Context: an optimization exercise on an open-source flow, tuned for small area, a short achievable clock period and few clock cycles per item. The choices shown serve that exercise and are no tape-out recipe. No run shown here included a check of the RTL's function; only the layout flow was run.

**flow/run.sh**
```bash
#!/bin/bash
# synth_recipe.tcl (not shown) runs the flow's synth.tcl, then flattens the netlist and writes it again
# the make line also repeats each setting of config.mk as NAME=value (left out here)
make -C /OpenROAD-flow-scripts/flow DESIGN_CONFIG=/design/flow/config.mk WORK_HOME=/design/flow/orfs CLKGATE_MAP_FILE= SYNTH_SCRIPT=/design/flow/synth_recipe.tcl finish
```
**flow/config.mk**
```make
export PLATFORM = sky130hd
export DESIGN_NAME = Exponential
export DESIGN_NICKNAME = Exponential
export VERILOG_FILES = /design/flow/design.v
export SDC_FILE = /design/flow/constraint.sdc
export NUM_CORES = 4
export LEC_CHECK = 0
export CAP_MARGIN = 20
export CORE_MARGIN = 2
export CORE_UTILIZATION = 60
export SETUP_SLACK_MARGIN = 3
export SLEW_MARGIN = 20
```
**flow/constraint.sdc**
```tcl
create_clock -name core_clock -period 9.0 [get_ports {clk}]
set_input_delay 1.8000 -clock core_clock [delete_from_list [all_inputs] [get_ports {clk}]]
set_output_delay 1.8000 -clock core_clock [all_outputs]
set_load 0.01 [all_outputs]
```
**flow/design.v**
```verilog
module mulb(input [7:0] one, input [7:0] two, input [7:0] neg, input one8,
  input [15:0] b, output [31:0] s0, output [31:0] s1);
  wire [17:0] bx = {1'b0, b, 1'b0};    
  wire [16:0] m0;
  assign m0[0] = ((one[0] & bx[1]) | (two[0] & bx[0])) ^ neg[0];
  assign m0[1] = ((one[0] & bx[2]) | (two[0] & bx[1])) ^ neg[0];
  assign m0[2] = ((one[0] & bx[3]) | (two[0] & bx[2])) ^ neg[0];
  assign m0[3] = ((one[0] & bx[4]) | (two[0] & bx[3])) ^ neg[0];
  assign m0[4] = ((one[0] & bx[5]) | (two[0] & bx[4])) ^ neg[0];
  assign m0[5] = ((one[0] & bx[6]) | (two[0] & bx[5])) ^ neg[0];
  assign m0[6] = ((one[0] & bx[7]) | (two[0] & bx[6])) ^ neg[0];
  assign m0[7] = ((one[0] & bx[8]) | (two[0] & bx[7])) ^ neg[0];
  assign m0[8] = ((one[0] & bx[9]) | (two[0] & bx[8])) ^ neg[0];
  assign m0[9] = ((one[0] & bx[10]) | (two[0] & bx[9])) ^ neg[0];
  assign m0[10] = ((one[0] & bx[11]) | (two[0] & bx[10])) ^ neg[0];
  assign m0[11] = ((one[0] & bx[12]) | (two[0] & bx[11])) ^ neg[0];
  assign m0[12] = ((one[0] & bx[13]) | (two[0] & bx[12])) ^ neg[0];
  assign m0[13] = ((one[0] & bx[14]) | (two[0] & bx[13])) ^ neg[0];
  assign m0[14] = ((one[0] & bx[15]) | (two[0] & bx[14])) ^ neg[0];
  assign m0[15] = ((one[0] & bx[16]) | (two[0] & bx[15])) ^ neg[0];
  assign m0[16] = ((one[0] & bx[17]) | (two[0] & bx[16])) ^ neg[0];
  wire [16:0] m1;
  assign m1[0] = ((one[1] & bx[1]) | (two[1] & bx[0])) ^ neg[1];
  assign m1[1] = ((one[1] & bx[2]) | (two[1] & bx[1])) ^ neg[1];
  assign m1[2] = ((one[1] & bx[3]) | (two[1] & bx[2])) ^ neg[1];
  assign m1[3] = ((one[1] & bx[4]) | (two[1] & bx[3])) ^ neg[1];
  assign m1[4] = ((one[1] & bx[5]) | (two[1] & bx[4])) ^ neg[1];
  assign m1[5] = ((one[1] & bx[6]) | (two[1] & bx[5])) ^ neg[1];
  assign m1[6] = ((one[1] & bx[7]) | (two[1] & bx[6])) ^ neg[1];
  assign m1[7] = ((one[1] & bx[8]) | (two[1] & bx[7])) ^ neg[1];
  assign m1[8] = ((one[1] & bx[9]) | (two[1] & bx[8])) ^ neg[1];
  assign m1[9] = ((one[1] & bx[10]) | (two[1] & bx[9])) ^ neg[1];
  assign m1[10] = ((one[1] & bx[11]) | (two[1] & bx[10])) ^ neg[1];
  assign m1[11] = ((one[1] & bx[12]) | (two[1] & bx[11])) ^ neg[1];
  assign m1[12] = ((one[1] & bx[13]) | (two[1] & bx[12])) ^ neg[1];
  assign m1[13] = ((one[1] & bx[14]) | (two[1] & bx[13])) ^ neg[1];
  assign m1[14] = ((one[1] & bx[15]) | (two[1] & bx[14])) ^ neg[1];
  assign m1[15] = ((one[1] & bx[16]) | (two[1] & bx[15])) ^ neg[1];
  assign m1[16] = ((one[1] & bx[17]) | (two[1] & bx[16])) ^ neg[1];
  wire [16:0] m2;
  assign m2[0] = ((one[2] & bx[1]) | (two[2] & bx[0])) ^ neg[2];
  assign m2[1] = ((one[2] & bx[2]) | (two[2] & bx[1])) ^ neg[2];
  assign m2[2] = ((one[2] & bx[3]) | (two[2] & bx[2])) ^ neg[2];
  assign m2[3] = ((one[2] & bx[4]) | (two[2] & bx[3])) ^ neg[2];
  assign m2[4] = ((one[2] & bx[5]) | (two[2] & bx[4])) ^ neg[2];
  assign m2[5] = ((one[2] & bx[6]) | (two[2] & bx[5])) ^ neg[2];
  assign m2[6] = ((one[2] & bx[7]) | (two[2] & bx[6])) ^ neg[2];
  assign m2[7] = ((one[2] & bx[8]) | (two[2] & bx[7])) ^ neg[2];
  assign m2[8] = ((one[2] & bx[9]) | (two[2] & bx[8])) ^ neg[2];
  assign m2[9] = ((one[2] & bx[10]) | (two[2] & bx[9])) ^ neg[2];
  assign m2[10] = ((one[2] & bx[11]) | (two[2] & bx[10])) ^ neg[2];
  assign m2[11] = ((one[2] & bx[12]) | (two[2] & bx[11])) ^ neg[2];
  assign m2[12] = ((one[2] & bx[13]) | (two[2] & bx[12])) ^ neg[2];
  assign m2[13] = ((one[2] & bx[14]) | (two[2] & bx[13])) ^ neg[2];
  assign m2[14] = ((one[2] & bx[15]) | (two[2] & bx[14])) ^ neg[2];
  assign m2[15] = ((one[2] & bx[16]) | (two[2] & bx[15])) ^ neg[2];
  assign m2[16] = ((one[2] & bx[17]) | (two[2] & bx[16])) ^ neg[2];
  wire [16:0] m3;
  assign m3[0] = ((one[3] & bx[1]) | (two[3] & bx[0])) ^ neg[3];
  assign m3[1] = ((one[3] & bx[2]) | (two[3] & bx[1])) ^ neg[3];
  assign m3[2] = ((one[3] & bx[3]) | (two[3] & bx[2])) ^ neg[3];
  assign m3[3] = ((one[3] & bx[4]) | (two[3] & bx[3])) ^ neg[3];
  assign m3[4] = ((one[3] & bx[5]) | (two[3] & bx[4])) ^ neg[3];
  assign m3[5] = ((one[3] & bx[6]) | (two[3] & bx[5])) ^ neg[3];
  assign m3[6] = ((one[3] & bx[7]) | (two[3] & bx[6])) ^ neg[3];
  assign m3[7] = ((one[3] & bx[8]) | (two[3] & bx[7])) ^ neg[3];
  assign m3[8] = ((one[3] & bx[9]) | (two[3] & bx[8])) ^ neg[3];
  assign m3[9] = ((one[3] & bx[10]) | (two[3] & bx[9])) ^ neg[3];
  assign m3[10] = ((one[3] & bx[11]) | (two[3] & bx[10])) ^ neg[3];
  assign m3[11] = ((one[3] & bx[12]) | (two[3] & bx[11])) ^ neg[3];
  assign m3[12] = ((one[3] & bx[13]) | (two[3] & bx[12])) ^ neg[3];
  assign m3[13] = ((one[3] & bx[14]) | (two[3] & bx[13])) ^ neg[3];
  assign m3[14] = ((one[3] & bx[15]) | (two[3] & bx[14])) ^ neg[3];
  assign m3[15] = ((one[3] & bx[16]) | (two[3] & bx[15])) ^ neg[3];
  assign m3[16] = ((one[3] & bx[17]) | (two[3] & bx[16])) ^ neg[3];
  wire [16:0] m4;
  assign m4[0] = ((one[4] & bx[1]) | (two[4] & bx[0])) ^ neg[4];
  assign m4[1] = ((one[4] & bx[2]) | (two[4] & bx[1])) ^ neg[4];
  assign m4[2] = ((one[4] & bx[3]) | (two[4] & bx[2])) ^ neg[4];
  assign m4[3] = ((one[4] & bx[4]) | (two[4] & bx[3])) ^ neg[4];
  assign m4[4] = ((one[4] & bx[5]) | (two[4] & bx[4])) ^ neg[4];
  assign m4[5] = ((one[4] & bx[6]) | (two[4] & bx[5])) ^ neg[4];
  assign m4[6] = ((one[4] & bx[7]) | (two[4] & bx[6])) ^ neg[4];
  assign m4[7] = ((one[4] & bx[8]) | (two[4] & bx[7])) ^ neg[4];
  assign m4[8] = ((one[4] & bx[9]) | (two[4] & bx[8])) ^ neg[4];
  assign m4[9] = ((one[4] & bx[10]) | (two[4] & bx[9])) ^ neg[4];
  assign m4[10] = ((one[4] & bx[11]) | (two[4] & bx[10])) ^ neg[4];
  assign m4[11] = ((one[4] & bx[12]) | (two[4] & bx[11])) ^ neg[4];
  assign m4[12] = ((one[4] & bx[13]) | (two[4] & bx[12])) ^ neg[4];
  assign m4[13] = ((one[4] & bx[14]) | (two[4] & bx[13])) ^ neg[4];
  assign m4[14] = ((one[4] & bx[15]) | (two[4] & bx[14])) ^ neg[4];
  assign m4[15] = ((one[4] & bx[16]) | (two[4] & bx[15])) ^ neg[4];
  assign m4[16] = ((one[4] & bx[17]) | (two[4] & bx[16])) ^ neg[4];
  wire [16:0] m5;
  assign m5[0] = ((one[5] & bx[1]) | (two[5] & bx[0])) ^ neg[5];
  assign m5[1] = ((one[5] & bx[2]) | (two[5] & bx[1])) ^ neg[5];
  assign m5[2] = ((one[5] & bx[3]) | (two[5] & bx[2])) ^ neg[5];
  assign m5[3] = ((one[5] & bx[4]) | (two[5] & bx[3])) ^ neg[5];
  assign m5[4] = ((one[5] & bx[5]) | (two[5] & bx[4])) ^ neg[5];
  assign m5[5] = ((one[5] & bx[6]) | (two[5] & bx[5])) ^ neg[5];
  assign m5[6] = ((one[5] & bx[7]) | (two[5] & bx[6])) ^ neg[5];
  assign m5[7] = ((one[5] & bx[8]) | (two[5] & bx[7])) ^ neg[5];
  assign m5[8] = ((one[5] & bx[9]) | (two[5] & bx[8])) ^ neg[5];
  assign m5[9] = ((one[5] & bx[10]) | (two[5] & bx[9])) ^ neg[5];
  assign m5[10] = ((one[5] & bx[11]) | (two[5] & bx[10])) ^ neg[5];
  assign m5[11] = ((one[5] & bx[12]) | (two[5] & bx[11])) ^ neg[5];
  assign m5[12] = ((one[5] & bx[13]) | (two[5] & bx[12])) ^ neg[5];
  assign m5[13] = ((one[5] & bx[14]) | (two[5] & bx[13])) ^ neg[5];
  assign m5[14] = ((one[5] & bx[15]) | (two[5] & bx[14])) ^ neg[5];
  assign m5[15] = ((one[5] & bx[16]) | (two[5] & bx[15])) ^ neg[5];
  assign m5[16] = ((one[5] & bx[17]) | (two[5] & bx[16])) ^ neg[5];
  wire [16:0] m6;
  assign m6[0] = ((one[6] & bx[1]) | (two[6] & bx[0])) ^ neg[6];
  assign m6[1] = ((one[6] & bx[2]) | (two[6] & bx[1])) ^ neg[6];
  assign m6[2] = ((one[6] & bx[3]) | (two[6] & bx[2])) ^ neg[6];
  assign m6[3] = ((one[6] & bx[4]) | (two[6] & bx[3])) ^ neg[6];
  assign m6[4] = ((one[6] & bx[5]) | (two[6] & bx[4])) ^ neg[6];
  assign m6[5] = ((one[6] & bx[6]) | (two[6] & bx[5])) ^ neg[6];
  assign m6[6] = ((one[6] & bx[7]) | (two[6] & bx[6])) ^ neg[6];
  assign m6[7] = ((one[6] & bx[8]) | (two[6] & bx[7])) ^ neg[6];
  assign m6[8] = ((one[6] & bx[9]) | (two[6] & bx[8])) ^ neg[6];
  assign m6[9] = ((one[6] & bx[10]) | (two[6] & bx[9])) ^ neg[6];
  assign m6[10] = ((one[6] & bx[11]) | (two[6] & bx[10])) ^ neg[6];
  assign m6[11] = ((one[6] & bx[12]) | (two[6] & bx[11])) ^ neg[6];
  assign m6[12] = ((one[6] & bx[13]) | (two[6] & bx[12])) ^ neg[6];
  assign m6[13] = ((one[6] & bx[14]) | (two[6] & bx[13])) ^ neg[6];
  assign m6[14] = ((one[6] & bx[15]) | (two[6] & bx[14])) ^ neg[6];
  assign m6[15] = ((one[6] & bx[16]) | (two[6] & bx[15])) ^ neg[6];
  assign m6[16] = ((one[6] & bx[17]) | (two[6] & bx[16])) ^ neg[6];
  wire [16:0] m7;
  assign m7[0] = ((one[7] & bx[1]) | (two[7] & bx[0])) ^ neg[7];
  assign m7[1] = ((one[7] & bx[2]) | (two[7] & bx[1])) ^ neg[7];
  assign m7[2] = ((one[7] & bx[3]) | (two[7] & bx[2])) ^ neg[7];
  assign m7[3] = ((one[7] & bx[4]) | (two[7] & bx[3])) ^ neg[7];
  assign m7[4] = ((one[7] & bx[5]) | (two[7] & bx[4])) ^ neg[7];
  assign m7[5] = ((one[7] & bx[6]) | (two[7] & bx[5])) ^ neg[7];
  assign m7[6] = ((one[7] & bx[7]) | (two[7] & bx[6])) ^ neg[7];
  assign m7[7] = ((one[7] & bx[8]) | (two[7] & bx[7])) ^ neg[7];
  assign m7[8] = ((one[7] & bx[9]) | (two[7] & bx[8])) ^ neg[7];
  assign m7[9] = ((one[7] & bx[10]) | (two[7] & bx[9])) ^ neg[7];
  assign m7[10] = ((one[7] & bx[11]) | (two[7] & bx[10])) ^ neg[7];
  assign m7[11] = ((one[7] & bx[12]) | (two[7] & bx[11])) ^ neg[7];
  assign m7[12] = ((one[7] & bx[13]) | (two[7] & bx[12])) ^ neg[7];
  assign m7[13] = ((one[7] & bx[14]) | (two[7] & bx[13])) ^ neg[7];
  assign m7[14] = ((one[7] & bx[15]) | (two[7] & bx[14])) ^ neg[7];
  assign m7[15] = ((one[7] & bx[16]) | (two[7] & bx[15])) ^ neg[7];
  assign m7[16] = ((one[7] & bx[17]) | (two[7] & bx[16])) ^ neg[7];
  wire w1;
  wire w2;
  wire w3;
  wire w4;
  wire w5;
  wire w6;
  wire w7;
  wire w8;
  wire w9;
  wire w10;
  wire w11;
  wire w12;
  wire w13;
  wire w14;
  wire w15;
  wire w16;
  wire w17;
  wire w18;
  wire w19;
  wire w20;
  wire w21;
  wire w22;
  wire w23;
  wire w24;
  wire w25;
  wire w26;
  wire w27;
  wire w28;
  wire w29;
  wire w30;
  wire w31;
  wire w32;
  wire w33;
  wire w34;
  wire w35;
  wire w36;
  wire w37;
  wire w38;
  wire w39;
  wire w40;
  wire w41;
  wire w42;
  wire w43;
  wire w44;
  wire w45;
  wire w46;
  wire w47;
  wire w48;
  wire w49;
  wire w50;
  wire w51;
  wire w52;
  wire w53;
  wire w54;
  wire w55;
  wire w56;
  wire w57;
  wire w58;
  wire w59;
  wire w60;
  wire w61;
  wire w62;
  wire w63;
  wire w64;
  wire w65;
  wire w66;
  wire w67;
  wire w68;
  wire w69;
  wire w70;
  wire w71;
  wire w72;
  wire w73;
  wire w74;
  wire w75;
  wire w76;
  wire w77;
  wire w78;
  wire w79;
  wire w80;
  wire w81;
  wire w82;
  wire w83;
  wire w84;
  wire w85;
  wire w86;
  wire w87;
  wire w88;
  wire w89;
  wire w90;
  wire w91;
  wire w92;
  wire w93;
  wire w94;
  wire w95;
  wire w96;
  wire w97;
  wire w98;
  wire w99;
  wire w100;
  wire w101;
  wire w102;
  wire w103;
  wire w104;
  wire w105;
  wire w106;
  wire w107;
  wire w108;
  wire w109;
  wire w110;
  wire w111;
  wire w112;
  wire w113;
  wire w114;
  wire w115;
  wire w116;
  wire w117;
  wire w118;
  wire w119;
  wire w120;
  wire w121;
  wire w122;
  wire w123;
  wire w124;
  wire w125;
  wire w126;
  wire w127;
  wire w128;
  wire w129;
  wire w130;
  wire w131;
  wire w132;
  wire w133;
  wire w134;
  wire w135;
  wire w136;
  wire w137;
  wire w138;
  wire w139;
  wire w140;
  wire w141;
  wire w142;
  wire w143;
  wire w144;
  wire w145;
  wire w146;
  wire w147;
  wire w148;
  wire w149;
  wire w150;
  wire w151;
  wire w152;
  wire w153;
  wire w154;
  wire w155;
  wire w156;
  wire w157;
  wire w158;
  wire w159;
  wire w160;
  wire w161;
  wire w162;
  wire w163;
  wire w164;
  wire w165;
  wire w166;
  wire w167;
  wire w168;
  wire w169;
  wire w170;
  wire w171;
  wire w172;
  wire w173;
  wire w174;
  wire w175;
  wire w176;
  wire w177;
  wire w178;
  wire w179;
  wire w180;
  wire w181;
  wire w182;
  wire w183;
  wire w184;
  wire w185;
  wire w186;
  wire w187;
  wire w188;
  wire w189;
  wire w190;
  wire w191;
  wire w192;
  wire w193;
  wire w194;
  wire w195;
  wire w196;
  wire w197;
  wire w198;
  wire w199;
  wire w200;
  wire w201;
  wire w202;
  wire w203;
  wire w204;
  wire w205;
  wire w206;
  wire w207;
  wire w208;
  wire w209;
  wire w210;
  wire w211;
  wire w212;
  wire w213;
  wire w214;
  wire w215;
  wire w216;
  wire w217;
  wire w218;
  wire w219;
  wire w220;
  wire w221;
  wire w222;
  wire w223;
  wire w224;
  wire w225;
  wire w226;
  wire w227;
  wire w228;
  wire w229;
  wire w230;
  wire w231;
  wire w232;
  wire w233;
  wire w234;
  wire w235;
  wire w236;
  wire w237;
  wire w238;
  wire w239;
  wire w240;
  wire w241;
  wire w242;
  wire w243;
  wire w244;
  wire w245;
  wire w246;
  wire w247;
  wire w248;
  wire w249;
  wire w250;
  wire w251;
  wire w252;
  wire w253;
  wire w254;
  wire w255;
  wire w256;
  wire w257;
  wire w258;
  wire w259;
  wire w260;
  wire w261;
  wire w262;
  wire w263;
  wire w264;
  assign w1 = m0[10] ^ m1[8];
  assign w2 = m0[10] & m1[8];
  assign w3 = m0[11] ^ m1[9];
  assign w4 = m0[11] & m1[9];
  assign w5 = m0[12] ^ m1[10] ^ m2[8];
  assign w6 = (m0[12] & m1[10]) | (m0[12] & m2[8]) | (m1[10] & m2[8]);
  assign w7 = m3[6] ^ m4[4];
  assign w8 = m3[6] & m4[4];
  assign w9 = m0[13] ^ m1[11] ^ m2[9];
  assign w10 = (m0[13] & m1[11]) | (m0[13] & m2[9]) | (m1[11] & m2[9]);
  assign w11 = m3[7] ^ m4[5];
  assign w12 = m3[7] & m4[5];
  assign w13 = m0[14] ^ m1[12] ^ m2[10];
  assign w14 = (m0[14] & m1[12]) | (m0[14] & m2[10]) | (m1[12] & m2[10]);
  assign w15 = m3[8] ^ m4[6] ^ m5[4];
  assign w16 = (m3[8] & m4[6]) | (m3[8] & m5[4]) | (m4[6] & m5[4]);
  assign w17 = m6[2] ^ m7[0];
  assign w18 = m6[2] & m7[0];
  assign w19 = m0[15] ^ m1[13] ^ m2[11];
  assign w20 = (m0[15] & m1[13]) | (m0[15] & m2[11]) | (m1[13] & m2[11]);
  assign w21 = m3[9] ^ m4[7] ^ m5[5];
  assign w22 = (m3[9] & m4[7]) | (m3[9] & m5[5]) | (m4[7] & m5[5]);
  assign w23 = m6[3] ^ m7[1];
  assign w24 = m6[3] & m7[1];
  assign w25 = m0[16] ^ m1[14] ^ m2[12];
  assign w26 = (m0[16] & m1[14]) | (m0[16] & m2[12]) | (m1[14] & m2[12]);
  assign w27 = m3[10] ^ m4[8] ^ m5[6];
  assign w28 = (m3[10] & m4[8]) | (m3[10] & m5[6]) | (m4[8] & m5[6]);
  assign w29 = m6[4] ^ m7[2] ^ (one8 & b[0]);
  assign w30 = (m6[4] & m7[2]) | (m6[4] & (one8 & b[0])) | (m7[2] & (one8 & b[0]));
  assign w31 = m1[15] ^ m2[13] ^ m3[11];
  assign w32 = (m1[15] & m2[13]) | (m1[15] & m3[11]) | (m2[13] & m3[11]);
  assign w33 = m4[9] ^ m5[7] ^ m6[5];
  assign w34 = (m4[9] & m5[7]) | (m4[9] & m6[5]) | (m5[7] & m6[5]);
  assign w35 = m7[3] ^ (one8 & b[1]) ^ neg[0];
  assign w36 = (m7[3] & (one8 & b[1])) | (m7[3] & neg[0]) | ((one8 & b[1]) & neg[0]);
  assign w37 = m1[16] ^ m2[14] ^ m3[12];
  assign w38 = (m1[16] & m2[14]) | (m1[16] & m3[12]) | (m2[14] & m3[12]);
  assign w39 = m4[10] ^ m5[8] ^ m6[6];
  assign w40 = (m4[10] & m5[8]) | (m4[10] & m6[6]) | (m5[8] & m6[6]);
  assign w41 = m7[4] ^ (one8 & b[2]) ^ neg[0];
  assign w42 = (m7[4] & (one8 & b[2])) | (m7[4] & neg[0]) | ((one8 & b[2]) & neg[0]);
  assign w43 = ~neg[1] ^ m2[15] ^ m3[13];
  assign w44 = (~neg[1] & m2[15]) | (~neg[1] & m3[13]) | (m2[15] & m3[13]);
  assign w45 = m4[11] ^ m5[9] ^ m6[7];
  assign w46 = (m4[11] & m5[9]) | (m4[11] & m6[7]) | (m5[9] & m6[7]);
  assign w47 = m7[5] ^ (one8 & b[3]) ^ ~neg[0];
  assign w48 = (m7[5] & (one8 & b[3])) | (m7[5] & ~neg[0]) | ((one8 & b[3]) & ~neg[0]);
  assign w49 = m2[16] ^ m3[14] ^ m4[12];
  assign w50 = (m2[16] & m3[14]) | (m2[16] & m4[12]) | (m3[14] & m4[12]);
  assign w51 = m5[10] ^ m6[8] ^ m7[6];
  assign w52 = (m5[10] & m6[8]) | (m5[10] & m7[6]) | (m6[8] & m7[6]);
  assign w53 = (one8 & b[4]) ^ 1'b1;
  assign w54 = (one8 & b[4]) & 1'b1;
  assign w55 = ~neg[2] ^ m3[15] ^ m4[13];
  assign w56 = (~neg[2] & m3[15]) | (~neg[2] & m4[13]) | (m3[15] & m4[13]);
  assign w57 = m5[11] ^ m6[9] ^ m7[7];
  assign w58 = (m5[11] & m6[9]) | (m5[11] & m7[7]) | (m6[9] & m7[7]);
  assign w59 = m3[16] ^ m4[14] ^ m5[12];
  assign w60 = (m3[16] & m4[14]) | (m3[16] & m5[12]) | (m4[14] & m5[12]);
  assign w61 = m6[10] ^ m7[8];
  assign w62 = m6[10] & m7[8];
  assign w63 = ~neg[3] ^ m4[15] ^ m5[13];
  assign w64 = (~neg[3] & m4[15]) | (~neg[3] & m5[13]) | (m4[15] & m5[13]);
  assign w65 = m4[16] ^ m5[14];
  assign w66 = m4[16] & m5[14];
  assign w67 = m0[6] ^ m1[4];
  assign w68 = m0[6] & m1[4];
  assign w69 = m0[7] ^ m1[5];
  assign w70 = m0[7] & m1[5];
  assign w71 = m0[8] ^ m1[6] ^ m2[4];
  assign w72 = (m0[8] & m1[6]) | (m0[8] & m2[4]) | (m1[6] & m2[4]);
  assign w73 = m3[2] ^ m4[0];
  assign w74 = m3[2] & m4[0];
  assign w75 = m0[9] ^ m1[7] ^ m2[5];
  assign w76 = (m0[9] & m1[7]) | (m0[9] & m2[5]) | (m1[7] & m2[5]);
  assign w77 = m3[3] ^ m4[1];
  assign w78 = m3[3] & m4[1];
  assign w79 = w1 ^ m2[6] ^ m3[4];
  assign w80 = (w1 & m2[6]) | (w1 & m3[4]) | (m2[6] & m3[4]);
  assign w81 = m4[2] ^ m5[0] ^ neg[5];
  assign w82 = (m4[2] & m5[0]) | (m4[2] & neg[5]) | (m5[0] & neg[5]);
  assign w83 = w2 ^ w3 ^ m2[7];
  assign w84 = (w2 & w3) | (w2 & m2[7]) | (w3 & m2[7]);
  assign w85 = m3[5] ^ m4[3] ^ m5[1];
  assign w86 = (m3[5] & m4[3]) | (m3[5] & m5[1]) | (m4[3] & m5[1]);
  assign w87 = w4 ^ w5 ^ w7;
  assign w88 = (w4 & w5) | (w4 & w7) | (w5 & w7);
  assign w89 = m5[2] ^ m6[0] ^ neg[6];
  assign w90 = (m5[2] & m6[0]) | (m5[2] & neg[6]) | (m6[0] & neg[6]);
  assign w91 = w6 ^ w8 ^ w9;
  assign w92 = (w6 & w8) | (w6 & w9) | (w8 & w9);
  assign w93 = w11 ^ m5[3] ^ m6[1];
  assign w94 = (w11 & m5[3]) | (w11 & m6[1]) | (m5[3] & m6[1]);
  assign w95 = w10 ^ w12 ^ w13;
  assign w96 = (w10 & w12) | (w10 & w13) | (w12 & w13);
  assign w97 = w15 ^ w17 ^ neg[7];
  assign w98 = (w15 & w17) | (w15 & neg[7]) | (w17 & neg[7]);
  assign w99 = w14 ^ w16 ^ w18;
  assign w100 = (w14 & w16) | (w14 & w18) | (w16 & w18);
  assign w101 = w19 ^ w21 ^ w23;
  assign w102 = (w19 & w21) | (w19 & w23) | (w21 & w23);
  assign w103 = w20 ^ w22 ^ w24;
  assign w104 = (w20 & w22) | (w20 & w24) | (w22 & w24);
  assign w105 = w25 ^ w27 ^ w29;
  assign w106 = (w25 & w27) | (w25 & w29) | (w27 & w29);
  assign w107 = w26 ^ w28 ^ w30;
  assign w108 = (w26 & w28) | (w26 & w30) | (w28 & w30);
  assign w109 = w31 ^ w33 ^ w35;
  assign w110 = (w31 & w33) | (w31 & w35) | (w33 & w35);
  assign w111 = w32 ^ w34 ^ w36;
  assign w112 = (w32 & w34) | (w32 & w36) | (w34 & w36);
  assign w113 = w37 ^ w39 ^ w41;
  assign w114 = (w37 & w39) | (w37 & w41) | (w39 & w41);
  assign w115 = w38 ^ w40 ^ w42;
  assign w116 = (w38 & w40) | (w38 & w42) | (w40 & w42);
  assign w117 = w43 ^ w45 ^ w47;
  assign w118 = (w43 & w45) | (w43 & w47) | (w45 & w47);
  assign w119 = w44 ^ w46 ^ w48;
  assign w120 = (w44 & w46) | (w44 & w48) | (w46 & w48);
  assign w121 = w49 ^ w51 ^ w53;
  assign w122 = (w49 & w51) | (w49 & w53) | (w51 & w53);
  assign w123 = w50 ^ w52 ^ w54;
  assign w124 = (w50 & w52) | (w50 & w54) | (w52 & w54);
  assign w125 = w55 ^ w57 ^ (one8 & b[5]);
  assign w126 = (w55 & w57) | (w55 & (one8 & b[5])) | (w57 & (one8 & b[5]));
  assign w127 = w56 ^ w58 ^ w59;
  assign w128 = (w56 & w58) | (w56 & w59) | (w58 & w59);
  assign w129 = w61 ^ (one8 & b[6]) ^ 1'b1;
  assign w130 = (w61 & (one8 & b[6])) | (w61 & 1'b1) | ((one8 & b[6]) & 1'b1);
  assign w131 = w60 ^ w62 ^ w63;
  assign w132 = (w60 & w62) | (w60 & w63) | (w62 & w63);
  assign w133 = m6[11] ^ m7[9] ^ (one8 & b[7]);
  assign w134 = (m6[11] & m7[9]) | (m6[11] & (one8 & b[7])) | (m7[9] & (one8 & b[7]));
  assign w135 = w64 ^ w65 ^ m6[12];
  assign w136 = (w64 & w65) | (w64 & m6[12]) | (w65 & m6[12]);
  assign w137 = m7[10] ^ (one8 & b[8]) ^ 1'b1;
  assign w138 = (m7[10] & (one8 & b[8])) | (m7[10] & 1'b1) | ((one8 & b[8]) & 1'b1);
  assign w139 = w66 ^ ~neg[4] ^ m5[15];
  assign w140 = (w66 & ~neg[4]) | (w66 & m5[15]) | (~neg[4] & m5[15]);
  assign w141 = m6[13] ^ m7[11] ^ (one8 & b[9]);
  assign w142 = (m6[13] & m7[11]) | (m6[13] & (one8 & b[9])) | (m7[11] & (one8 & b[9]));
  assign w143 = m5[16] ^ m6[14] ^ m7[12];
  assign w144 = (m5[16] & m6[14]) | (m5[16] & m7[12]) | (m6[14] & m7[12]);
  assign w145 = (one8 & b[10]) ^ 1'b1;
  assign w146 = (one8 & b[10]) & 1'b1;
  assign w147 = ~neg[5] ^ m6[15] ^ m7[13];
  assign w148 = (~neg[5] & m6[15]) | (~neg[5] & m7[13]) | (m6[15] & m7[13]);
  assign w149 = m6[16] ^ m7[14];
  assign w150 = m6[16] & m7[14];
  assign w151 = m0[4] ^ m1[2];
  assign w152 = m0[4] & m1[2];
  assign w153 = m0[5] ^ m1[3];
  assign w154 = m0[5] & m1[3];
  assign w155 = w67 ^ m2[2] ^ m3[0];
  assign w156 = (w67 & m2[2]) | (w67 & m3[0]) | (m2[2] & m3[0]);
  assign w157 = w68 ^ w69 ^ m2[3];
  assign w158 = (w68 & w69) | (w68 & m2[3]) | (w69 & m2[3]);
  assign w159 = w70 ^ w71 ^ w73;
  assign w160 = (w70 & w71) | (w70 & w73) | (w71 & w73);
  assign w161 = w72 ^ w74 ^ w75;
  assign w162 = (w72 & w74) | (w72 & w75) | (w74 & w75);
  assign w163 = w76 ^ w78 ^ w79;
  assign w164 = (w76 & w78) | (w76 & w79) | (w78 & w79);
  assign w165 = w80 ^ w82 ^ w83;
  assign w166 = (w80 & w82) | (w80 & w83) | (w82 & w83);
  assign w167 = w84 ^ w86 ^ w87;
  assign w168 = (w84 & w86) | (w84 & w87) | (w86 & w87);
  assign w169 = w88 ^ w90 ^ w91;
  assign w170 = (w88 & w90) | (w88 & w91) | (w90 & w91);
  assign w171 = w92 ^ w94 ^ w95;
  assign w172 = (w92 & w94) | (w92 & w95) | (w94 & w95);
  assign w173 = w96 ^ w98 ^ w99;
  assign w174 = (w96 & w98) | (w96 & w99) | (w98 & w99);
  assign w175 = w100 ^ w102 ^ w103;
  assign w176 = (w100 & w102) | (w100 & w103) | (w102 & w103);
  assign w177 = w104 ^ w106 ^ w107;
  assign w178 = (w104 & w106) | (w104 & w107) | (w106 & w107);
  assign w179 = w108 ^ w110 ^ w111;
  assign w180 = (w108 & w110) | (w108 & w111) | (w110 & w111);
  assign w181 = w112 ^ w114 ^ w115;
  assign w182 = (w112 & w114) | (w112 & w115) | (w114 & w115);
  assign w183 = w116 ^ w118 ^ w119;
  assign w184 = (w116 & w118) | (w116 & w119) | (w118 & w119);
  assign w185 = w120 ^ w122 ^ w123;
  assign w186 = (w120 & w122) | (w120 & w123) | (w122 & w123);
  assign w187 = w124 ^ w126 ^ w127;
  assign w188 = (w124 & w126) | (w124 & w127) | (w126 & w127);
  assign w189 = w128 ^ w130 ^ w131;
  assign w190 = (w128 & w130) | (w128 & w131) | (w130 & w131);
  assign w191 = w132 ^ w134 ^ w135;
  assign w192 = (w132 & w134) | (w132 & w135) | (w134 & w135);
  assign w193 = w136 ^ w138 ^ w139;
  assign w194 = (w136 & w138) | (w136 & w139) | (w138 & w139);
  assign w195 = w140 ^ w142 ^ w143;
  assign w196 = (w140 & w142) | (w140 & w143) | (w142 & w143);
  assign w197 = w144 ^ w146 ^ w147;
  assign w198 = (w144 & w146) | (w144 & w147) | (w146 & w147);
  assign w199 = w148 ^ w149 ^ (one8 & b[12]);
  assign w200 = (w148 & w149) | (w148 & (one8 & b[12])) | (w149 & (one8 & b[12]));
  assign w201 = w150 ^ ~neg[6] ^ m7[15];
  assign w202 = (w150 & ~neg[6]) | (w150 & m7[15]) | (~neg[6] & m7[15]);
  assign w203 = m7[16] ^ (one8 & b[14]);
  assign w204 = m7[16] & (one8 & b[14]);
  assign w205 = m0[2] ^ m1[0];
  assign w206 = m0[2] & m1[0];
  assign w207 = m0[3] ^ m1[1];
  assign w208 = m0[3] & m1[1];
  assign w209 = w151 ^ m2[0] ^ neg[2];
  assign w210 = (w151 & m2[0]) | (w151 & neg[2]) | (m2[0] & neg[2]);
  assign w211 = w152 ^ w153 ^ m2[1];
  assign w212 = (w152 & w153) | (w152 & m2[1]) | (w153 & m2[1]);
  assign w213 = w154 ^ w155 ^ neg[3];
  assign w214 = (w154 & w155) | (w154 & neg[3]) | (w155 & neg[3]);
  assign w215 = w156 ^ w157 ^ m3[1];
  assign w216 = (w156 & w157) | (w156 & m3[1]) | (w157 & m3[1]);
  assign w217 = w158 ^ w159 ^ neg[4];
  assign w218 = (w158 & w159) | (w158 & neg[4]) | (w159 & neg[4]);
  assign w219 = w160 ^ w161 ^ w77;
  assign w220 = (w160 & w161) | (w160 & w77) | (w161 & w77);
  assign w221 = w162 ^ w163 ^ w81;
  assign w222 = (w162 & w163) | (w162 & w81) | (w163 & w81);
  assign w223 = w164 ^ w165 ^ w85;
  assign w224 = (w164 & w165) | (w164 & w85) | (w165 & w85);
  assign w225 = w166 ^ w167 ^ w89;
  assign w226 = (w166 & w167) | (w166 & w89) | (w167 & w89);
  assign w227 = w168 ^ w169 ^ w93;
  assign w228 = (w168 & w169) | (w168 & w93) | (w169 & w93);
  assign w229 = w170 ^ w171 ^ w97;
  assign w230 = (w170 & w171) | (w170 & w97) | (w171 & w97);
  assign w231 = w172 ^ w173 ^ w101;
  assign w232 = (w172 & w173) | (w172 & w101) | (w173 & w101);
  assign w233 = w174 ^ w175 ^ w105;
  assign w234 = (w174 & w175) | (w174 & w105) | (w175 & w105);
  assign w235 = w176 ^ w177 ^ w109;
  assign w236 = (w176 & w177) | (w176 & w109) | (w177 & w109);
  assign w237 = w178 ^ w179 ^ w113;
  assign w238 = (w178 & w179) | (w178 & w113) | (w179 & w113);
  assign w239 = w180 ^ w181 ^ w117;
  assign w240 = (w180 & w181) | (w180 & w117) | (w181 & w117);
  assign w241 = w182 ^ w183 ^ w121;
  assign w242 = (w182 & w183) | (w182 & w121) | (w183 & w121);
  assign w243 = w184 ^ w185 ^ w125;
  assign w244 = (w184 & w185) | (w184 & w125) | (w185 & w125);
  assign w245 = w186 ^ w187 ^ w129;
  assign w246 = (w186 & w187) | (w186 & w129) | (w187 & w129);
  assign w247 = w188 ^ w189 ^ w133;
  assign w248 = (w188 & w189) | (w188 & w133) | (w189 & w133);
  assign w249 = w190 ^ w191 ^ w137;
  assign w250 = (w190 & w191) | (w190 & w137) | (w191 & w137);
  assign w251 = w192 ^ w193 ^ w141;
  assign w252 = (w192 & w193) | (w192 & w141) | (w193 & w141);
  assign w253 = w194 ^ w195 ^ w145;
  assign w254 = (w194 & w195) | (w194 & w145) | (w195 & w145);
  assign w255 = w196 ^ w197 ^ (one8 & b[11]);
  assign w256 = (w196 & w197) | (w196 & (one8 & b[11])) | (w197 & (one8 & b[11]));
  assign w257 = w198 ^ w199 ^ 1'b1;
  assign w258 = (w198 & w199) | (w198 & 1'b1) | (w199 & 1'b1);
  assign w259 = w200 ^ w201 ^ (one8 & b[13]);
  assign w260 = (w200 & w201) | (w200 & (one8 & b[13])) | (w201 & (one8 & b[13]));
  assign w261 = w202 ^ w203 ^ 1'b1;
  assign w262 = (w202 & w203) | (w202 & 1'b1) | (w203 & 1'b1);
  assign w263 = w204 ^ ~neg[7] ^ (one8 & b[15]);
  assign w264 = (w204 & ~neg[7]) | (w204 & (one8 & b[15])) | (~neg[7] & (one8 & b[15]));
  assign s0[0] = m0[0];
  assign s1[0] = neg[0];
  assign s0[1] = m0[1];
  assign s1[1] = 1'b0;
  assign s0[2] = w205;
  assign s1[2] = neg[1];
  assign s0[3] = w206;
  assign s1[3] = w207;
  assign s0[4] = w208;
  assign s1[4] = w209;
  assign s0[5] = w210;
  assign s1[5] = w211;
  assign s0[6] = w212;
  assign s1[6] = w213;
  assign s0[7] = w214;
  assign s1[7] = w215;
  assign s0[8] = w216;
  assign s1[8] = w217;
  assign s0[9] = w218;
  assign s1[9] = w219;
  assign s0[10] = w220;
  assign s1[10] = w221;
  assign s0[11] = w222;
  assign s1[11] = w223;
  assign s0[12] = w224;
  assign s1[12] = w225;
  assign s0[13] = w226;
  assign s1[13] = w227;
  assign s0[14] = w228;
  assign s1[14] = w229;
  assign s0[15] = w230;
  assign s1[15] = w231;
  assign s0[16] = w232;
  assign s1[16] = w233;
  assign s0[17] = w234;
  assign s1[17] = w235;
  assign s0[18] = w236;
  assign s1[18] = w237;
  assign s0[19] = w238;
  assign s1[19] = w239;
  assign s0[20] = w240;
  assign s1[20] = w241;
  assign s0[21] = w242;
  assign s1[21] = w243;
  assign s0[22] = w244;
  assign s1[22] = w245;
  assign s0[23] = w246;
  assign s1[23] = w247;
  assign s0[24] = w248;
  assign s1[24] = w249;
  assign s0[25] = w250;
  assign s1[25] = w251;
  assign s0[26] = w252;
  assign s1[26] = w253;
  assign s0[27] = w254;
  assign s1[27] = w255;
  assign s0[28] = w256;
  assign s1[28] = w257;
  assign s0[29] = w258;
  assign s1[29] = w259;
  assign s0[30] = w260;
  assign s1[30] = w261;
  assign s0[31] = w262;
  assign s1[31] = w263;
endmodule
module cpa32h(input [31:0] a, input [31:0] b, output [15:0] s,
  output c16, output c17, output c18, output c19);
  wire [31:0] g = a & b;
  wire [31:0] p = a ^ b;
  wire G1 = g[1] | (p[1] & g[0]);
  wire G2 = g[3] | (p[3] & g[2]);
  wire P2 = p[3] & p[2];
  wire G3 = g[5] | (p[5] & g[4]);
  wire P3 = p[5] & p[4];
  wire G4 = g[7] | (p[7] & g[6]);
  wire P4 = p[7] & p[6];
  wire G5 = g[9] | (p[9] & g[8]);
  wire P5 = p[9] & p[8];
  wire G6 = g[11] | (p[11] & g[10]);
  wire P6 = p[11] & p[10];
  wire G7 = g[13] | (p[13] & g[12]);
  wire P7 = p[13] & p[12];
  wire G8 = g[15] | (p[15] & g[14]);
  wire P8 = p[15] & p[14];
  wire G9 = G2 | (P2 & G1);
  wire G10 = G4 | (P4 & G3);
  wire P10 = P4 & P3;
  wire G11 = G6 | (P6 & G5);
  wire P11 = P6 & P5;
  wire G12 = G8 | (P8 & G7);
  wire P12 = P8 & P7;
  wire G13 = G10 | (P10 & G9);
  wire G14 = G12 | (P12 & G11);
  wire P14 = P12 & P11;
  wire G15 = G14 | (P14 & G13);
  assign c16 = G15;
  wire G16 = g[17] | (p[17] & g[16]);
  wire P16 = p[17] & p[16];
  wire G17 = g[19] | (p[19] & g[18]);
  wire P17 = p[19] & p[18];
  wire G18 = g[21] | (p[21] & g[20]);
  wire P18 = p[21] & p[20];
  wire G19 = g[23] | (p[23] & g[22]);
  wire P19 = p[23] & p[22];
  wire G20 = g[25] | (p[25] & g[24]);
  wire P20 = p[25] & p[24];
  wire G21 = g[27] | (p[27] & g[26]);
  wire P21 = p[27] & p[26];
  wire G22 = g[29] | (p[29] & g[28]);
  wire P22 = p[29] & p[28];
  wire G23 = g[31] | (p[31] & g[30]);
  wire P23 = p[31] & p[30];
  wire G24 = g[18] | (p[18] & G16);
  wire P24 = p[18] & P16;
  wire G25 = G17 | (P17 & G16);
  wire P25 = P17 & P16;
  wire G26 = g[22] | (p[22] & G18);
  wire P26 = p[22] & P18;
  wire G27 = G19 | (P19 & G18);
  wire P27 = P19 & P18;
  wire G28 = g[26] | (p[26] & G20);
  wire P28 = p[26] & P20;
  wire G29 = G21 | (P21 & G20);
  wire P29 = P21 & P20;
  wire G30 = g[30] | (p[30] & G22);
  wire P30 = p[30] & P22;
  wire G31 = G23 | (P23 & G22);
  wire P31 = P23 & P22;
  wire G32 = g[20] | (p[20] & G25);
  wire P32 = p[20] & P25;
  wire G33 = G18 | (P18 & G25);
  wire P33 = P18 & P25;
  wire G34 = G26 | (P26 & G25);
  wire P34 = P26 & P25;
  wire G35 = G27 | (P27 & G25);
  wire P35 = P27 & P25;
  wire G36 = g[28] | (p[28] & G29);
  wire P36 = p[28] & P29;
  wire G37 = G22 | (P22 & G29);
  wire P37 = P22 & P29;
  wire G38 = G30 | (P30 & G29);
  wire P38 = P30 & P29;
  wire G39 = G31 | (P31 & G29);
  wire P39 = P31 & P29;
  wire G40 = g[24] | (p[24] & G35);
  wire P40 = p[24] & P35;
  wire G41 = G20 | (P20 & G35);
  wire P41 = P20 & P35;
  wire G42 = G28 | (P28 & G35);
  wire P42 = P28 & P35;
  wire G43 = G29 | (P29 & G35);
  wire P43 = P29 & P35;
  wire G44 = G36 | (P36 & G35);
  wire P44 = P36 & P35;
  wire G45 = G37 | (P37 & G35);
  wire P45 = P37 & P35;
  wire G46 = G38 | (P38 & G35);
  wire P46 = P38 & P35;
  wire G47 = G39 | (P39 & G35);
  wire P47 = P39 & P35;
  assign c17 = g[16] | (p[16] & c16);
  assign c18 = G16 | (P16 & c16);
  assign c19 = G24 | (P24 & c16);
  wire c20 = G25 | (P25 & c16);
  wire c21 = G32 | (P32 & c16);
  wire c22 = G33 | (P33 & c16);
  wire c23 = G34 | (P34 & c16);
  wire c24 = G35 | (P35 & c16);
  wire c25 = G40 | (P40 & c16);
  wire c26 = G41 | (P41 & c16);
  wire c27 = G42 | (P42 & c16);
  wire c28 = G43 | (P43 & c16);
  wire c29 = G44 | (P44 & c16);
  wire c30 = G45 | (P45 & c16);
  wire c31 = G46 | (P46 & c16);
  wire c32 = G47 | (P47 & c16);
  assign s[0] = p[16] ^ c16;
  assign s[1] = p[17] ^ c17;
  assign s[2] = p[18] ^ c18;
  assign s[3] = p[19] ^ c19;
  assign s[4] = p[20] ^ c20;
  assign s[5] = p[21] ^ c21;
  assign s[6] = p[22] ^ c22;
  assign s[7] = p[23] ^ c23;
  assign s[8] = p[24] ^ c24;
  assign s[9] = p[25] ^ c25;
  assign s[10] = p[26] ^ c26;
  assign s[11] = p[27] ^ c27;
  assign s[12] = p[28] ^ c28;
  assign s[13] = p[29] ^ c29;
  assign s[14] = p[30] ^ c30;
  assign s[15] = p[31] ^ c31;
endmodule
module Exponential(input clk, rst, start, input [15:0] x,
                   output done, output [1:0] intpart, output [15:0] fracpart);
  reg        busy;
  reg [3:0]  step;
  reg [7:0]  one, two, neg;    
  reg        one8;             
  reg [15:0] t;       
  reg [17:0] r;       
  reg        acc;     
  wire [31:0] p0, p1;
  mulb mul(.one(one), .two(two), .neg(neg), .one8(one8), .b(t), .s0(p0), .s1(p1));
  wire [15:0] p;
  wire        c16, c17, c18, c19;
  cpa32h cpa(.a(p0), .b(p1), .s(p), .c16(c16), .c17(c17), .c18(c18), .c19(c19));
  wire [31:0] hs = p0 ^ p1;
  wire [31:0] ho = p0 | p1;
  wire [31:17] ez = ~(hs[31:17] ^ ho[30:16]);
  wire        ez_hi = &ez[31:20];
  reg zero;
  always @(*) begin
    case (step)
      4'd0:    zero = ez_hi & (&ez[19:18]) & ~(hs[17] ^ c17);
      4'd3:    zero = ez_hi & ez[19] & ~(hs[18] ^ c18);
      4'd10:   zero = ez_hi & ~(hs[19] ^ c19);
      default: zero = ez_hi & (&ez[19:17]) & ~(hs[16] ^ c16);
    endcase
  end
  reg [15:0] q;
  always @(*) begin
    case (step)
      4'd0:    q = {1'b0, p[15:1]};
      4'd3:    q = {2'b0, p[15:2]};
      4'd10:   q = {3'b0, p[15:3]};
      default: q = p;
    endcase
  end
  wire q_term = (step == 4'd0) | (step == 4'd2) | (step == 4'd3) | (step == 4'd5) |
                (step == 4'd7) | (step == 4'd9) | (step == 4'd10);
  wire last   = (step == 4'd11) | zero;
  reg [15:0] y_next;
  always @(*) begin
    case (step)
      4'd1:    y_next = 16'h5555;
      4'd4:    y_next = 16'h3333;
      4'd6:    y_next = 16'h2AAA;
      4'd8:    y_next = 16'h2492;
      default: y_next = x;
    endcase
  end
  wire [15:0] y = (start & ~busy) ? x : y_next;
  wire [16:0] ym = {y, 1'b0};    
  reg  [7:0]  one_n, two_n, neg_n;
  integer j;
  always @(*) begin
    for (j = 0; j < 8; j = j + 1) begin
      one_n[j] = ym[2*j+1] ^ ym[2*j];
      two_n[j] = (ym[2*j+2] & ~ym[2*j+1] & ~ym[2*j]) | (~ym[2*j+2] & ym[2*j+1] & ym[2*j]);
      neg_n[j] = ym[2*j+2];
    end
  end
  assign {intpart, fracpart} = r;
  assign done = ~busy;
  wire go = start & ~busy;
  reg [15:0] t0;
  reg        bw;
  integer    i;
  always @(*) begin
    bw = 1'b1;
    t0[0] = x[0];
    for (i = 1; i < 16; i = i + 1) begin
      t0[i] = x[i] ^ bw;
      bw = bw & ~x[i];
    end
    if (bw)
      t0 = 16'd0;
  end
  always @(posedge clk or posedge rst) begin
    if (rst)
      busy <= 1'b0;
    else if (go)
      busy <= 1'b1;
    else if (last)
      busy <= 1'b0;
  end
  always @(posedge clk) begin
    step <= go ? 4'd0 : step + 4'd1;
    one  <= one_n;
    two  <= two_n;
    neg  <= neg_n;
    one8 <= y[15];
    t    <= go ? t0 : q;
    acc  <= go | q_term;
    if (go)
      r <= 18'h0FFFF;
    else if (busy)
      r <= r + (acc ? {2'b00, t} : 18'd0);
  end
endmodule
```
==> summary.txt, run 1 <==
Routing
  – WL/cell: 19.7 um
  – Iter 0 DRT Violations: 650
  – Post-route ant nets: 0
  – Via/cell ratio: 6.05
  – Final wirelength: 29100 um
  – DR pass1 iterations: 5
  – Final routed DRC violation total: 0
  – Vias: 8928

Worst setup path
  – Reg2Reg Setup Slack: 3.21 ns
  – Critical path buffer and inverter count: 6
  – CP delay by family, top: adder cells
  – WP data required: 9.24 ns
  – CP max-delay cell: fa_1
  – Critical path depth: 22
  – Worst path most repeated cell: fa_1
  – FF-to-FF path depth: 22
  – Arrival time worst endpoint: 6.03 ns
  – Worst R2R Start: neg[3]$_DFF_P_
  – Critical path class: reg -> reg
  – CP Cell Sequence: buf_4 > inv_2 > xnor2_1 > fa_1 > inv_1 > fa_1 > inv_1 > fa_1 > inv_1 > fa_1 > ha_1 > nand2_1 > o21ai_1 > nor4_4 > buf_4 > nor4b_2 > o31ai_4 > a21oi_2 > nor2_1 > xor2_1 > o221ai_1 > o22a_1
  – Crit path capture type: flop
  – Critical path launch point type: flop
  – Worst r2r dst: t[10]$_DFF_P_
  – Max FO, Critical Path: 11
  – Slowest stage delay, CP: 0.55 ns

Clocking
  – CTS Buf Count: 9
  – TritonCTS clock tree: done
  – CTS Sinks: 64
  – CTS Buffer Depth: 2
  – CTS clock-pin slew for the worst setup and hold paths: 0.06 ns
  – Root buffer cell: clkbuf_16
  – Clock latency (worst-skew pair): 0.34 ns
  – H-tree levels: 3
  – CTS Hold Buffers Added: 0

Worst hold path
  – Hold wc startpoint: step[0]$_SDFF_PP0_
  – Hold Path End: step[0]$_SDFF_PP0_
  – Worst hold path stage count: 1
  – Hold Crit Class: reg -> reg

Finish
  – Final Cell Area: 11400 sq um
  – Nets@finish: 1465
  – Layout cells sized above 1: 0.0664
  – Area grow syn2layout: 8.28%
  – Fill cell count: 1537
  – Final Non-Filler Cells: 1476

STA
  – Pins Over Slew Limit: 0
  – Final setup fails: 0
  – Period utilization: 0.644
  – Hold Slack: 0.482 ns
  – Worst-Margin Slew: 0.896 ns
  – Final number of hold-violating endpoints: 0
  – Setup TNS: 0 ns
  – Final min period: 5.79 ns
  – Unrepaired setup endpoints after global routing: true
  – Max Freq: 173 MHz
  – Clock Skews: 0.0101 ns
  – Slew headroom: 0.402

Yosys
  – Dominant cell by count in the synthesized netlist: inv_1
  – Synthesized cell area: 10600 sq um
  – Syn Inst Count: 1264
  – Synthesized area per cell: 8.35 sq um
  – Synth Register Bits: 64
  – Post-synth EDFFs: 0
  – Synth area leaders: fa_1 (20%), xnor2_1 (12%), dfxtp_1 (12%), ha_1 (12%), a22oi_1 (8.5%)
  – Net Count, Synth: 1484
  – Post-synth top area cell: fa_1
  – Commonest cells post-synth: inv_1 (188), xnor2_1 (146), a22oi_1 (120)
  – Library cells used by synthesis: 68
  – Register area share after synthesis: 0.122
  – Ys flop type: dfxtp_1
  – Top cell type's share of synthesized area: 0.197
  – Post-synthesis async set-or-reset flop share: 0.0156
  – Synth Warn #: 1

Floorplan
  – # IOs: 38
  – Rows: 48
  – Core area: 17200 sq um
  – Initial Util: 0.612
  – Die H: 137 um
  – Die ar.: 18700 sq um
  – Die X: 137 um

Placed design
  – Placed Instances: 1458
  – Number of port buffers: 37
  – HPWL Detailed: 21600 um
  – Placed cell area: 11100 sq um
  – RePlAce Congestion: 0.901

Status
  – Status: complete, no violations

Global routing
  – Total gr overflow: 0
  – Largest net degree at the start of global routing: 39
  – Via count of the first global-routing pass: 8839
  – Initial antenna violation count: 1
  – GRT Total Usage: 0.326
  – First-pass GRT wire length: 46600 um

Run
  – Number of max-cap violations: 0
cell usage in the layout, fill, tap and decap left out, types with 4 or more instances in the layout:
cell type and count:
nor3_1 24, and3_1 8, nand3_1 16, a21boi_0 4, nand2b_1 8, nor2b_1 7
xor2_1 39, xnor2_1 146, nor4_1 4, o221ai_1 4, a221oi_1 4, inv_1 188
dfxtp_2 14, o21ai_0 31, o22ai_1 13, nand2_1 65, ha_1 97, and2_1 29
nor2_1 44, o21ai_1 4, or3_1 6, clkbuf_16 9, buf_4 30, o21bai_1 5
a21oi_1 50, dfxtp_1 47, mux2i_1 9, a211oi_1 6, a21o_1 10, nand4_1 4
a22oi_1 120, fa_1 104, clkdlybuf4s50_1 37
flip-flops by register name (all words and copies together), names as in the netlist:
name / flops
r: 18
t: 16
neg: 8
one: 8
two: 8
step: 4
acc: 1
busy: 1
layout make-up:
class,count,area [sq um],share of cell area
Multi-Input combinational cell,911,8200,0.718
Sequential cell,64,1310,0.115
Inverter,191,717,0.0628
Timing Repair Buffer,68,607,0.0531
Tap cell,225,282,0.0246
Clock buffer,9,225,0.0197
Clock inverter,7,78.8,0.00690
Antenna cell,1,2.50,0.000219
metal layers:
metal	share of wire	wire length [um]	global-route usage	up-vias
met5	0	0	0	-
li1	-	-	-	4167
met3	0.073	2120	0.0707	88
met1	0.43	12400	0.426	4339
met2	0.47	13600	0.527	334
met4	0.035	1010	0.128	0
kinds of logic after synthesis:
| logic type | after synthesis | share of synthesized area |
|---|---|---|
| fa+ha+maj | 201 | 0.312 |
| flops | 64 | 0.122 |
| simple gates | 226 | 0.106 |
| mux | 11 | 0.0106 |
| compound gates | 287 | 0.191 |
| buf+inv | 289 | 0.103 |
| xor+xnor | 186 | 0.155 |
worst max-delay path by stage:
stage	startpoint	end	slack, ns
finish	neg[3]$_DFF_P_	t[10]$_DFF_P_	3.21
global placement	neg[0]$_DFF_P_	t[8]$_DFF_P_	2.78
global route	t[12]$_DFF_P_	t[12]$_DFF_P_	2.97
CTS	one[4]$_DFF_P_	t[8]$_DFF_P_	3.00
detailed placement	neg[0]$_DFF_P_	t[8]$_DFF_P_	2.62
floorplan	neg[1]$_DFF_P_	t[8]$_DFF_P_	3.28
stage by stage:
| step | utilization | setup WS, ns |
|---|---|---|
| 6_report | 0.663 | 3.21 |
| 3_3_place_gp | 0.642 | 2.78 |
| 4_1_cts | 0.661 | 3.00 |
| 3_5_place_dp | 0.642 | 2.62 |
| 2_1_floorplan | - | 3.28 |
| 5_1_grt | 0.663 | 2.97 |
timing repair:
item	in CTS	in global routing
pin swaps	0	1
setup endpoints to repair	17	16
resized for setup	12	11
setup buffers	0	1
==> run 2: changes to the inputs <==
--- a/flow/config.mk
+++ b/flow/config.mk
@@ -9,4 +9,4 @@
 export CORE_MARGIN = 2
 export CORE_UTILIZATION = 60
-export SETUP_SLACK_MARGIN = 3
+export SETUP_SLACK_MARGIN = 3.5
 export SLEW_MARGIN = 20
==> summary.txt, run 2 <==
Status
  – Status: complete, no violations

Global routing
  – Total gr overflow: 0
  – Routing usage on met2: 0.527
  – First-pass GRT wire length: 46500 um
  – Largest net degree at the start of global routing: 39
  – Via count of the first global-routing pass: 8700
  – Busiest grt layer: met2
  – Met1 Resource Use GR: 0.419
  – Initial antenna violation count: 1
  – GRT Total Usage: 0.325
  – GR Layer Usage met3: 0.0944

STA
  – Clock Skews: 0.0113 ns
  – Period utilization: 0.597
  – Final setup fails: 0
  – Slew headroom: 0.477
  – Max Freq: 186 MHz
  – Setup TNS: 0 ns
  – Final number of hold-violating endpoints: 0
  – Pins Over Slew Limit: 0
  – Worst-Margin Slew: 0.764 ns
  – Final min period: 5.37 ns
  – Unrepaired setup endpoints after global routing: true

Placed design
  – Number of port buffers: 37
  – Placed cell area: 11100 sq um
  – RePlAce Congestion: 0.903
  – HPWL Detailed: 21500 um

Floorplan
  – Initial Util: 0.612
  – # IOs: 38
  – Rows: 48
  – Die ar.: 18700 sq um
  – Die X: 137 um
  – Die H: 137 um
  – Core area: 17200 sq um

Worst setup path
  – WP data required: 9.23 ns
  – Worst R2R Start: t[13]$_DFF_P_
  – Crit path from: t[13]$_DFF_P_
  – Critical path class: reg -> reg
  – Slowest stage delay, CP: 0.51 ns
  – CP max-delay cell: fa_1
  – Worst path most repeated cell: fa_1
  – Critical path launch point type: flop
  – Worst r2r dst: t[9]$_DFF_P_
  – CP Cell Sequence: a22oi_2 > xnor2_2 > fa_1 > fa_1 > inv_1 > fa_1 > inv_1 > fa_1 > ha_1 > nand2_2 > o21ai_4 > nor4_4 > buf_6 > nor4b_4 > o31ai_4 > a21oi_2 > mux2i_1 > and3_1 > o221ai_1 > o22a_1
  – Critical path depth: 20
  – Crit path capture type: flop
  – CP delay by family, top: adder cells
  – Reg2Reg Setup Slack: 3.63 ns
  – FF-to-FF path depth: 20
  – Max FO, Critical Path: 6
  – Crit path capture: t[9]$_DFF_P_
  – Critical path buffer and inverter count: 3
  – Arrival time worst endpoint: 5.60 ns

Clocking
  – CTS Buf Count: 9
  – CTS Hold Buffers Added: 0
  – CTS Buffer Depth: 2
  – TritonCTS clock tree: done
  – Clock latency (worst-skew pair): 0.34 ns
  – CTS clock-pin slew for the worst setup and hold paths: 0.06 ns
  – Root buffer cell: clkbuf_16
  – CTS Sinks: 64
  – H-tree levels: 3

Yosys
  – Post-synth EDFFs: 0
  – Synth Register Bits: 64
  – Top cell type's share of synthesized area: 0.197
  – Synth Warn #: 1
  – Synth area leaders: fa_1 (20%), xnor2_1 (12%), dfxtp_1 (12%), ha_1 (12%), a22oi_1 (8.5%)
  – Synthesized area per cell: 8.35 sq um
  – Net Count, Synth: 1484
  – Register area share after synthesis: 0.122
  – Ys flop type: dfxtp_1
  – Library cells used by synthesis: 68
  – Commonest cells post-synth: inv_1 (188), xnor2_1 (146), a22oi_1 (120)
  – Post-synthesis async set-or-reset flop share: 0.0156
  – Syn Inst Count: 1264
  – Post-synth top area cell: fa_1
  – Dominant cell by count in the synthesized netlist: inv_1
  – Synthesized cell area: 10600 sq um

Worst hold path
  – Hold Crit Class: reg -> reg

Finish
  – Final Cell Area: 12300 sq um
  – Most flop-heavy register: r
  – Fill cell count: 1388
  – Layout cells sized above 1: 0.147
  – Nets@finish: 1515
  – Leading cell type in the layout, fill and taps excluded: inv_1
  – Commonest non-fill, non-tap cells in the layout: inv_1 (188), xnor2_1 (140), a22oi_1 (104)
  – Area grow syn2layout: 16.8%
  – Biggest regs: r: 18 flops, t: 16 flops
  – Largest register FFs: 18

Routing
  – WL/cell: 20.2 um
  – Post-route ant nets: 0
  – Final wirelength: 30900 um
  – Vias: 9239
  – DR pass1 iterations: 6
  – Final routed DRC violation total: 0
  – Iter 0 DRT Violations: 851
  – Via/cell ratio: 6.05

Run
  – Number of max-cap violations: 0
-- run 2: cell types whose count changed in the layout (fill, tap and decap cells not counted), moves of 6 or more --
| cell | before | now |
|---|---|---|
| xnor2_2 | 0 | 6 |
| xor2_1 | 39 | 32 |
| buf_6 | 1 | 7 |
| a22oi_1 | 120 | 104 |
| xnor2_1 | 146 | 140 |
| xor2_2 | 1 | 8 |
| buf_4 | 30 | 66 |
| dfxtp_4 | 2 | 19 |
| a21oi_1 | 50 | 43 |
| a22oi_2 | 0 | 16 |
| dfxtp_2 | 14 | 2 |
-- run 2: kinds of logic (layout without fill, tap and decap cells) --
kind of cell | after synthesis | count (layout) | share of synthesized area
buf+inv | 289 | 325 | 0.103
other cells | 0 | 1 | 0
mux | 11 | 11 | 0.0106
fa+ha+maj | 201 | 201 | 0.312
simple gates | 226 | 226 | 0.106
flops | 64 | 64 | 0.122
xor+xnor | 186 | 186 | 0.155
compound gates | 287 | 287 | 0.191
-- run 2: worst min-delay path by stage --
stage,endpoint,from,depth (start not counted)
after floorplan,step[0]$_SDFF_PP0_,step[0]$_SDFF_PP0_,1
after detailed placement,step[0]$_SDFF_PP0_,step[0]$_SDFF_PP0_,1
final,step[0]$_SDFF_PP0_,step[0]$_SDFF_PP0_,1
after CTS,step[0]$_SDFF_PP0_,step[0]$_SDFF_PP0_,1
after global placement,step[0]$_SDFF_PP0_,step[0]$_SDFF_PP0_,1
after global routing,step[0]$_SDFF_PP0_,step[0]$_SDFF_PP0_,1
-- run 2: worst reg2reg max path: cells and delay by family, from the launching register on --
| kind | cells | cell delay, ns |
|---|---|---|
| mux | 1 | 0.24 |
| fa+ha+maj | 5 | 2.27 |
| xor+xnor | 1 | 0.22 |
| buf+inv | 3 | 0.27 |
| simple gates | 4 | 0.78 |
| flops | 1 | 0.48 |
| compound gates | 6 | 1.00 |
-- run 2: cell type report --
class	instances	area, sq um	share of cell area
Timing Repair Buffer	118	1100	0.0895
Antenna cell	1	2.50	0.000203
Inverter	191	722	0.0586
Clock buffer	9	225	0.0183
Clock inverter	7	78.8	0.00640
Multi-Input combinational cell	911	8550	0.694
Tap cell	225	282	0.0228
Sequential cell	64	1360	0.110
-- run 2: stage by stage --
step / setup WS (ns) / std cells / utilization / hold slack [ns]
CTS: 3.49 / 1476 / 0.667 / 0.482
global route: 3.40 / 1525 / 0.715 / 0.517
floorplan: 3.53 / 1264 / - / 0.445
finish: 3.63 / 1526 / 0.715 / 0.474
global placement: 2.76 / 1458 / 0.642 / 0.462
detailed placement: 2.66 / 1458 / 0.642 / 0.468
-- run 2: routing by layer --
layer	wire, um	part of all wire	vias up
met1	12800	0.41	4508
met4	738	0.024	0
li1	-	-	4255
met2	14900	0.48	399
met5	0	0	-
met3	2510	0.081	77
-- run 2: timing repair --
action	CTS	global route
pin swaps	3	29
setup buffers	2	48
resized for setup	38	98
endpoints found under the setup margin	17	17
gates cloned	0	1
==> run 3: changes to the inputs <==
--- a/flow/config.mk
+++ b/flow/config.mk
@@ -9,4 +9,4 @@
 export CORE_MARGIN = 2
 export CORE_UTILIZATION = 60
-export SETUP_SLACK_MARGIN = 3.5
+export SETUP_SLACK_MARGIN = 4.5
 export SLEW_MARGIN = 20
==> summary.txt, run 3 <==
Status
  – Status: complete, no violations

Finish
  – Largest register FFs: 18
  – Nets@finish: 1519
  – Most flop-heavy register: r
  – Diode count: 0
  – Final Cell Area: 12700 sq um
  – Layout cells sized above 1: 0.188
  – Commonest non-fill, non-tap cells in the layout: inv_1 (182), xnor2_1 (135), a22oi_1 (104)
  – Final Non-Filler Cells: 1529
  – Leading cell type in the layout, fill and taps excluded: inv_1
  – Fin util: 0.737

Worst hold path
  – Hold wc startpoint: step[0]$_SDFF_PP0_
  – Hold Crit Class: reg -> reg

STA
  – Final setup fails: 0
  – Pins Over Slew Limit: 0
  – Max Freq: 187 MHz
  – Clock Skews: 0.0104 ns
  – Final number of hold-violating endpoints: 0
  – Slew headroom: 0.478
  – Period utilization: 0.594
  – Setup TNS: 0 ns

Global routing
  – GRT Total Usage: 0.346
  – Via count of the first global-routing pass: 9259
  – Largest net degree at the start of global routing: 39
  – First-pass GRT wire length: 49400 um

Yosys
  – Dominant cell by count in the synthesized netlist: inv_1
  – Synthesized area per cell: 8.35 sq um
  – Library cells used by synthesis: 68
  – Synth Warn #: 1
  – Synth Register Bits: 64
  – Syn Inst Count: 1264
  – Net Count, Synth: 1484
  – Post-synth top area cell: fa_1
  – Main combinational cell family by area after synthesis: adder cells
  – XOR/XNOR share of the synthesized area: 0.155
  – Post-synthesis simple-gate area fraction: 0.106
  – Post-Synth Adder-Cell Area: 0.312
  – Ys flop type: dfxtp_1
  – Synthesized cell area: 10600 sq um
  – Synth Area in Compound Gates: 0.191
  – Synth area leaders: fa_1 (20%), xnor2_1 (12%), dfxtp_1 (12%), ha_1 (12%), a22oi_1 (8.5%)
  – Post-synthesis mux area share: 0.0106

Routing
  – Final routed DRC violation total: 0
  – WL/cell: 20.6 um
  – Iter 0 DRT Violations: 835
  – Via/cell ratio: 6.11
  – Vias: 9349
  – DR pass1 iterations: 8

Clocking
  – CTS Buffer Depth: 2
  – H-tree levels: 3
  – Clock latency (worst-skew pair): 0.33 ns
  – CTS Hold Buffers Added: 0
  – Root buffer cell: clkbuf_16

Worst setup path
  – WP data required: 9.22 ns
  – Worst r2r dst: t[9]$_DFF_P_
  – Critical path class: reg -> reg
  – Critical path launch point type: flop
  – Worst R2R Start: t[12]$_DFF_P_
  – Crit path capture type: flop
  – FF-to-FF path depth: 22
  – Reg2Reg Setup Slack: 3.65 ns
  – Max FO, Critical Path: 4

Placed design
  – Placed Instances: 1453
  – RePlAce Congestion: 0.897
  – Placed cell area: 11100 sq um

Floorplan
  – Rows: 48
  – Die H: 137 um
  – Die ar.: 18700 sq um
  – # IOs: 38

Run
  – Number of max-cap violations: 0
run 3: cells by family (layout without fill, tap and decap cells):
| logic type | after synthesis | count (layout) |
|---|---|---|
| muxes | 11 | 11 |
| buffers and inverters | 289 | 329 |
| AOI/OAI and AO/OA | 287 | 287 |
| and+or+nand+nor | 226 | 226 |
| adders and majority gates | 201 | 201 |
| xor gates and xnor gates | 186 | 186 |
| DFF | 64 | 64 |
run 3: worst max path at each step:
stage,from,to,slack (ns)
2_1_floorplan,one[2]$_DFF_P_,t[13]$_DFF_P_,3.98
3_3_place_gp,x[1],t[11]$_DFF_P_,3.02
3_5_place_dp,x[1],t[11]$_DFF_P_,2.90
4_1_cts,t[11]$_DFF_P_,t[9]$_DFF_P_,3.72
5_1_grt,two[0]$_DFF_P_,t[9]$_DFF_P_,3.50
6_report,t[12]$_DFF_P_,t[9]$_DFF_P_,3.65
run 3: critical path: stages, from the launching register on:
cell and delay, ns:
dfxtp_4 0.36, buf_12 0.13, a22oi_2 0.24, xnor2_2 0.16, fa_2 0.47, fa_1 0.48, inv_1 0.05, fa_1 0.45
fa_1 0.51, inv_2 0.05, ha_4 0.28, a21oi_4 0.06, o21ai_4 0.19, buf_6 0.13, a21oi_4 0.04, nor4b_4 0.40
o31ai_4 0.12, buf_4 0.16, a21oi_4 0.15, mux2i_2 0.27, and3_4 0.24, o221ai_1 0.11, o22a_1 0.18
run 3: what timing repair did:
| action | CTS | global route |
|---|---|---|
| pin swaps | 46 | 28 |
| resized for setup | 165 | 38 |
| gates cloned | 0 | 0 |
| endpoints found under the hold margin | 0 | 0 |
| setup buffers | 52 | 8 |
| endpoints found under the setup margin | 19 | 18 |
run 3: layout make-up:
| cell class | count | area (sq um) | share of cell area |
|---|---|---|---|
| clock buffer | 10 | 239 | 0.0188 |
| sequential | 64 | 1380 | 0.108 |
| tap | 225 | 282 | 0.0222 |
| inverter | 191 | 722 | 0.0568 |
| clock inverter | 6 | 67.6 | 0.00532 |
| timing repair buffer | 122 | 1200 | 0.0944 |
| multi-input combinational | 911 | 8820 | 0.694 |
run 3: stage by stage:
step | hold slack, ns | worst slack, ns
final | 0.493 | 3.65
after global routing | 0.505 | 3.50
after CTS | 0.493 | 3.72
after detailed placement | 0.479 | 2.90
after global placement | 0.459 | 3.02
after floorplan | 0.445 | 3.98
run 3: per-layer routing:
| layer | routed length, um | track usage |
|---|---|---|
| met4 | 1070 | 0.120 |
| met2 | 15400 | 0.578 |
| met3 | 2630 | 0.0722 |
| met1 | 12500 | 0.445 |
| met5 | 0 | 0 |

re-timing with driven ports:
No port has a modelled driver above. Below, the same layouts with a new extraction and two added sets of constraints. Step 1 assumes that a clkbuf_16 drives the clock port and a buf_2 every other input. Step 2 times the ports against the registers' clock, not the clock port: input delays grow and output delays shrink by t, the midpoint of the rising clock arrivals with the driver on. a / b / c = ideal / step 1 / step 2; a / b = the first two.
run	shift t [ns]	setup slack, ns	worst setup path after step 2	pins driven straight from the clock port
run 1	0.379	3.206 / 3.206 / 2.987	input to register	1
run 2	0.369	3.631 / 3.631 / 3.365	input to register	1
run 3	0.363	3.651 / 3.651 / 3.604	input to register	1
After both steps every run listed still meets setup and hold. The setup slack of run 2, which loses most, moves by 0.000 ns with the drivers and by -0.266 ns with both steps.
